Context: an optimization exercise on an open-source flow, tuned for small area, a short achievable clock period and few clock cycles per item. The choices shown serve that exercise and are no tape-out recipe.
RTL that was checked went through simulation tests only; none was proved equivalent to the original.

## divider_400bit
module divider_400bit (
    input wire clk,
    input wire rst,
    input wire start,
    input wire [399:0] dividend,
    input wire [7:0] divisor,
    output reg [399:0] quotient,
    output reg done
);
For scale: about 2100 cells after synthesis, roughly 26000 um2 of cells after synthesis.
export LEC_CHECK = 0
export CAP_MARGIN = 20
export CORE_MARGIN = 2
export CORE_UTILIZATION = 40
export SLEW_MARGIN = 20
create_clock -name core_clock -period 40.0 [get_ports {clk}]
run.sh (not shown) runs the stock make flow with config.mk's settings and CLKGATE_MAP_FILE= SYNTH_SCRIPT=/design/flow/synth_recipe.tcl, a recipe that flattens the netlist after the stock synthesis.
Then changed:
==> flow/flow/run.sh (new file) <==
#!/bin/bash
# Own layout flow: the standard flow (standard.sh) with smaller port buffers,
# a lighter clock tree and a timing-repair margin. Every tool's output goes to a log
# file in this folder (make_*.log) and ORFS's own logs under orfs/logs/.
set -euo pipefail
cd "$(dirname "$0")/.."
# Port buffers: one small buffer on every input and output port.
export BUFFER_PORTS_ARGS="-buffer_cell sky130_fd_sc_hd__buf_2"
# Clock tree: smaller clock buffers, bigger sink clusters, no dummy loads.
export CTS_ARGS="-sink_clustering_enable -repair_clock_nets -buf_list {sky130_fd_sc_hd__clkbuf_8} -sink_clustering_size 12 -sink_clustering_max_diameter 60 -dont_use_dummy_load"
# Timing repair aims for this much setup slack (ns) at the design's clock period.
export SETUP_SLACK_MARGIN=32
export TNS_END_PERCENT=100
bash standard.sh finish > make_finish.log 2>&1
==> flow/standard.sh (new file) <==
#!/bin/bash
# synth_recipe.tcl (not shown) runs the flow's synth.tcl, then flattens the netlist and writes it again
# the make line also repeats each setting of config.mk as NAME=value (left out here)
make -C /OpenROAD-flow-scripts/flow DESIGN_CONFIG=/design/flow/config.mk WORK_HOME=/design/flow/orfs CLKGATE_MAP_FILE= SYNTH_SCRIPT=/design/flow/synth_recipe.tcl "${@:-finish}"
removed: flow/run.sh
Fmax grows by roughly a tenth.
Global-route usage grows by 1.5 points.
Critical path depth does not change.
Hold slack gets worse by 0.0033 ns.
Worst setup slack gets better by 0.93 ns.
Then changed:
--- a/flow/flow/run.sh
+++ b/flow/flow/run.sh
@@ -8 +8 @@
-export BUFFER_PORTS_ARGS="-buffer_cell sky130_fd_sc_hd__buf_2"
+export BUFFER_PORTS_ARGS="-buffer_cell sky130_fd_sc_hd__buf_1"
@@ -10 +10 @@
-export CTS_ARGS="-sink_clustering_enable -repair_clock_nets -buf_list {sky130_fd_sc_hd__clkbuf_8} -sink_clustering_size 12 -sink_clustering_max_diameter 60 -dont_use_dummy_load"
+export CTS_ARGS="-sink_clustering_enable -repair_clock_nets -buf_list {sky130_fd_sc_hd__clkbuf_8} -sink_clustering_size 15 -sink_clustering_max_diameter 80 -dont_use_dummy_load"
@@ -12 +12 @@
-export SETUP_SLACK_MARGIN=32
+export SETUP_SLACK_MARGIN=31
Outcome: The new run ran to the end with no violations. Via count falls slightly. Utilization went down by 4.4 points. Global-route usage fell by 1.4 points. Flip-flop and latch count does not change. Routed wire length fell by a few percent.
Then changed:
--- a/flow/flow/run.sh
+++ b/flow/flow/run.sh
@@ -8 +8 @@
-export BUFFER_PORTS_ARGS="-buffer_cell sky130_fd_sc_hd__buf_1"
+export BUFFER_PORTS_ARGS="-buffer_cell sky130_fd_sc_hd__buf_2"
@@ -10 +10 @@
-export CTS_ARGS="-sink_clustering_enable -repair_clock_nets -buf_list {sky130_fd_sc_hd__clkbuf_8} -sink_clustering_size 15 -sink_clustering_max_diameter 80 -dont_use_dummy_load"
+export CTS_ARGS="-sink_clustering_enable -repair_clock_nets -buf_list {sky130_fd_sc_hd__clkbuf_4 sky130_fd_sc_hd__clkbuf_8} -sink_clustering_size 20 -sink_clustering_max_diameter 100 -dont_use_dummy_load"
@@ -12 +12 @@
-export SETUP_SLACK_MARGIN=31
+export SETUP_SLACK_MARGIN=0
Effect: Synthesized cell count does not change. Non-clock buffer count went down by 374. Setup slack loses 0.46 ns.
Function was not checked in any run of this note: the RTL went through the layout flow alone.

* * *

## run 1
divider_400bit, a different RTL version from the one above (not shown whole).
Size: roughly 3100 cells after synthesis, ~810 I/O pins.
## divider_400bit
module divider_400bit (
    input wire clk,
    input wire rst,
    input wire start,
    input wire [399:0] dividend,
    input wire [7:0] divisor,
    output reg [399:0] quotient,
    output reg done
);
==> flow/config.mk <==
export PLATFORM = sky130hd
export DESIGN_NAME = divider_400bit
export DESIGN_NICKNAME = divider_400bit
export VERILOG_FILES = /design/flow/design.v
export SDC_FILE = /design/flow/constraint.sdc
export NUM_CORES = 4
export LEC_CHECK = 0
export ABC_AREA = 1
export CAP_MARGIN = 20
export CORE_MARGIN = 2
export CORE_UTILIZATION = 48
export PLACE_DENSITY = 0.72
export SLEW_MARGIN = 20
==> flow/constraint.sdc <==
create_clock -name core_clock -period 40.0 [get_ports {clk}]
set_input_delay 8.0000 -clock core_clock [delete_from_list [all_inputs] [get_ports {clk}]]
set_output_delay 8.0000 -clock core_clock [all_outputs]
set_load 0.01 [all_outputs]
standard.sh (not shown) runs the stock make flow with config.mk's settings and CLKGATE_MAP_FILE= SYNTH_SCRIPT=/design/flow/synth_recipe.tcl, a recipe that flattens the netlist after the stock synthesis.
==> flow/flow/run.sh <==
#!/bin/bash
# Own layout flow: the standard flow (standard.sh) with smaller port buffers,
# a lighter clock tree and a timing-repair margin. Every tool's output goes to a log
# file in this folder (make_*.log) and ORFS's own logs under orfs/logs/.
set -euo pipefail
cd "$(dirname "$0")/.."
# Port buffers: one small buffer on every input and output port.
export BUFFER_PORTS_ARGS="-buffer_cell sky130_fd_sc_hd__buf_1"
# Clock tree: smaller clock buffers, bigger sink clusters, no dummy loads.
export CTS_ARGS="-sink_clustering_enable -repair_clock_nets -buf_list {sky130_fd_sc_hd__clkbuf_8} -sink_clustering_size 15 -sink_clustering_max_diameter 80 -dont_use_dummy_load"
# Timing repair aims for this much setup slack (ns) at the design's clock period.
export SETUP_SLACK_MARGIN=30.4
export TNS_END_PERCENT=5
# Synthesis: leave adders as plain gates for ABC (no full/half-adder cells); the
# registers are the standard synthesis's.
export ADDER_MAP_FILE=
bash standard.sh finish > make_finish.log 2>&1
Testbench counts of run 1, summed over its fixed seeds: cycles 9,600, items 320.
Changes in run 2 relative to run 1:
# run 1
export LEC_CHECK = 0
export ABC_AREA = 1
export CAP_MARGIN = 20
export CORE_MARGIN = 2
export CORE_UTILIZATION = 48
export PLACE_DENSITY = 0.72
export SLEW_MARGIN = 20
create_clock -name core_clock -period 40.0 [get_ports {clk}]
# run 2
export LEC_CHECK = 0
export ABC_AREA = 1
export CAP_MARGIN = 20
export CORE_MARGIN = 2
export CORE_UTILIZATION = 46
export PLACE_DENSITY = 0.7
export SLEW_MARGIN = 20
create_clock -name core_clock -period 40.0 [get_ports {clk}]
-- flow/flow/run.sh --
<<< run 1, line 10
export CTS_ARGS="-sink_clustering_enable -repair_clock_nets -buf_list {sky130_fd_sc_hd__clkbuf_8} -sink_clustering_size 15 -sink_clustering_max_diameter 80 -dont_use_dummy_load"
>>> run 2, line 10
export CTS_ARGS="-sink_clustering_enable -repair_clock_nets -buf_list {sky130_fd_sc_hd__clkbuf_4 sky130_fd_sc_hd__clkbuf_8} -sink_clustering_size 10 -sink_clustering_max_diameter 60 -dont_use_dummy_load"
<<< run 1, line 12
export SETUP_SLACK_MARGIN=30.4
>>> run 2, line 12
export SETUP_SLACK_MARGIN=30.5
Between run 1 and run 2, the flow reports floorplan row count increasing by a few percent. Run 2 against run 1: number of cells in the finished layout apart from fillers moved up; cell area moved up; tapcell count moved up; clock-pin slew of the registers on the worst-case setup and hold paths moved down. Diff run 1 -> run 2: global-route met2 utilization moved down, net count of the mapped netlist level.
Here is what was changed in the inputs of run 3 compared with run 2.
# run 2
export LEC_CHECK = 0
export ABC_AREA = 1
export CAP_MARGIN = 20
export CORE_MARGIN = 2
export CORE_UTILIZATION = 46
export PLACE_DENSITY = 0.7
export SLEW_MARGIN = 20
create_clock -name core_clock -period 40.0 [get_ports {clk}]
# run 3
export LEC_CHECK = 0
export ABC_AREA = 1
export CAP_MARGIN = 20
export CORE_MARGIN = 2
export CORE_UTILIZATION = 40
export SLEW_MARGIN = 20
create_clock -name core_clock -period 40.0 [get_ports {clk}]
-- flow/flow/run.sh --
<<< run 2, line 10
export CTS_ARGS="-sink_clustering_enable -repair_clock_nets -buf_list {sky130_fd_sc_hd__clkbuf_4 sky130_fd_sc_hd__clkbuf_8} -sink_clustering_size 10 -sink_clustering_max_diameter 60 -dont_use_dummy_load"
>>> run 3, line 10
export CTS_ARGS="-sink_clustering_enable -repair_clock_nets -buf_list {sky130_fd_sc_hd__clkbuf_8} -sink_clustering_size 15 -sink_clustering_max_diameter 80 -dont_use_dummy_load"
<<< run 2, line 12
export SETUP_SLACK_MARGIN=30.5
export TNS_END_PERCENT=5
>>> run 3, line 12
export SETUP_SLACK_MARGIN=30.2
export TNS_END_PERCENT=10
==> comparison <==
- Run 2 was routed with fewer vias than run 3.
- Re source-to-sink clock delay at the later pin of the worst-skew pair: run 2 was higher than run 3.
- Slew at the pin with the worst max-slew slack essentially unchanged between run 2 and run 3.
#### Input delta (run 4 over run 3)
# run 3
export LEC_CHECK = 0
export ABC_AREA = 1
export CAP_MARGIN = 20
export CORE_MARGIN = 2
export CORE_UTILIZATION = 40
export SLEW_MARGIN = 20
create_clock -name core_clock -period 40.0 [get_ports {clk}]
# run 4
export LEC_CHECK = 0
export ABC_AREA = 1
export CAP_MARGIN = 20
export CORE_MARGIN = 2
export CORE_UTILIZATION = 46
export PLACE_DENSITY = 0.7
export SLEW_MARGIN = 20
create_clock -name core_clock -period 40.0 [get_ports {clk}]
-- flow/flow/run.sh --
<<< run 3, line 2
# Own layout flow: the standard flow (standard.sh) with smaller port buffers,
# a lighter clock tree and a timing-repair margin. Every tool's output goes to a log
# file in this folder (make_*.log) and ORFS's own logs under orfs/logs/.
>>> run 4, line 2
# Own layout flow: the standard flow (standard.sh) with smaller port buffers, a
# lighter clock tree, adders left as plain gates for ABC, and a timing-repair margin
# up to clock tree synthesis only. Every tool's output goes to a log file in this
# folder (make_*.log) and ORFS's own logs under orfs/logs/.
<<< run 3, line 11
# Timing repair aims for this much setup slack (ns) at the design's clock period.
export SETUP_SLACK_MARGIN=30.2
export TNS_END_PERCENT=10
>>> run 4, line 12
<<< run 3, line 17
bash standard.sh finish > make_finish.log 2>&1
>>> run 4, line 15
export TNS_END_PERCENT=10
# Up to and including clock tree synthesis, timing repair aims for this much setup
# slack (ns) at the design's clock period; after it, for none beyond the constraints.
SETUP_SLACK_MARGIN=30.2 bash standard.sh cts > make_cts.log 2>&1
SETUP_SLACK_MARGIN=0 bash standard.sh finish > make_finish.log 2>&1
==> run notes <==
- When run 4 is measured against run 3, its global routing usage on met2 turns out 5.7 points higher.
- On post-route worst setup slack, run 4 does worse than run 3.
- Taking run 3 as the reference, in run 4 wire length shrank by about 4%, flip-flop and latch count after synthesis essentially unchanged, critical path depth has increased.
- The standard cells in run 4 occupy less silicon area than those in run 3 do.
- Run 4 reports its slowest stage cell on the critical path as sky130_fd_sc_hd__dfxtp_1 while run 3 reports sky130_fd_sc_hd__a221oi_1.
- Run 4 gives more average wire length per cell after detail routing than run 3 did.

## what the ideal ports hide
The flow's constraints put no driver on any port. The routed layouts listed below were extracted and timed again, unchanged, in two steps. Step 1, drivers: a clkbuf_16 drives clk and a buf_2 each remaining input, both assumed. Step 2 adds t to the input delays and takes it off the output delays; t is the mean of the earliest and latest rising clock arrival at the registers after step 1. Input paths then give back, and output paths get back, about the clock's delay inside the block. Three values: no drivers, after step 1, after step 2; two values: the first two.
run	t (ns)	slack for setup (ns)	worst setup path at the end	worst slew at a driven data input, ns	cell pins on the clock port's net
the first run of note 1	0.663	29.570 / 29.613 / 28.950	input to register	0.29	1
the second run of note 1	0.686	30.500 / 30.518 / 29.832	input to register	0.24	1
the third run of note 1	0.657	30.528 / 30.540 / 29.883	input to register	0.29	1
the fourth run of note 1	0.708	30.072 / 30.072 / 29.533	input to register	0.26	1
run 1	0.660	30.388 / 30.388 / 29.871	input to register	0.13	1
run 2	0.691	30.355 / 30.395 / 29.704	input to register	0.15	1
run 3	0.651	30.532 / 30.553 / 29.902	input to register	0.16	1
run 4	0.640	29.905 / 29.905 / 29.792	input to register	0.16	1
After both steps every run listed still meets setup and hold. The setup slack of the second run of note 1, which loses most, moves by +0.018 ns with the drivers and by -0.668 ns with both steps.
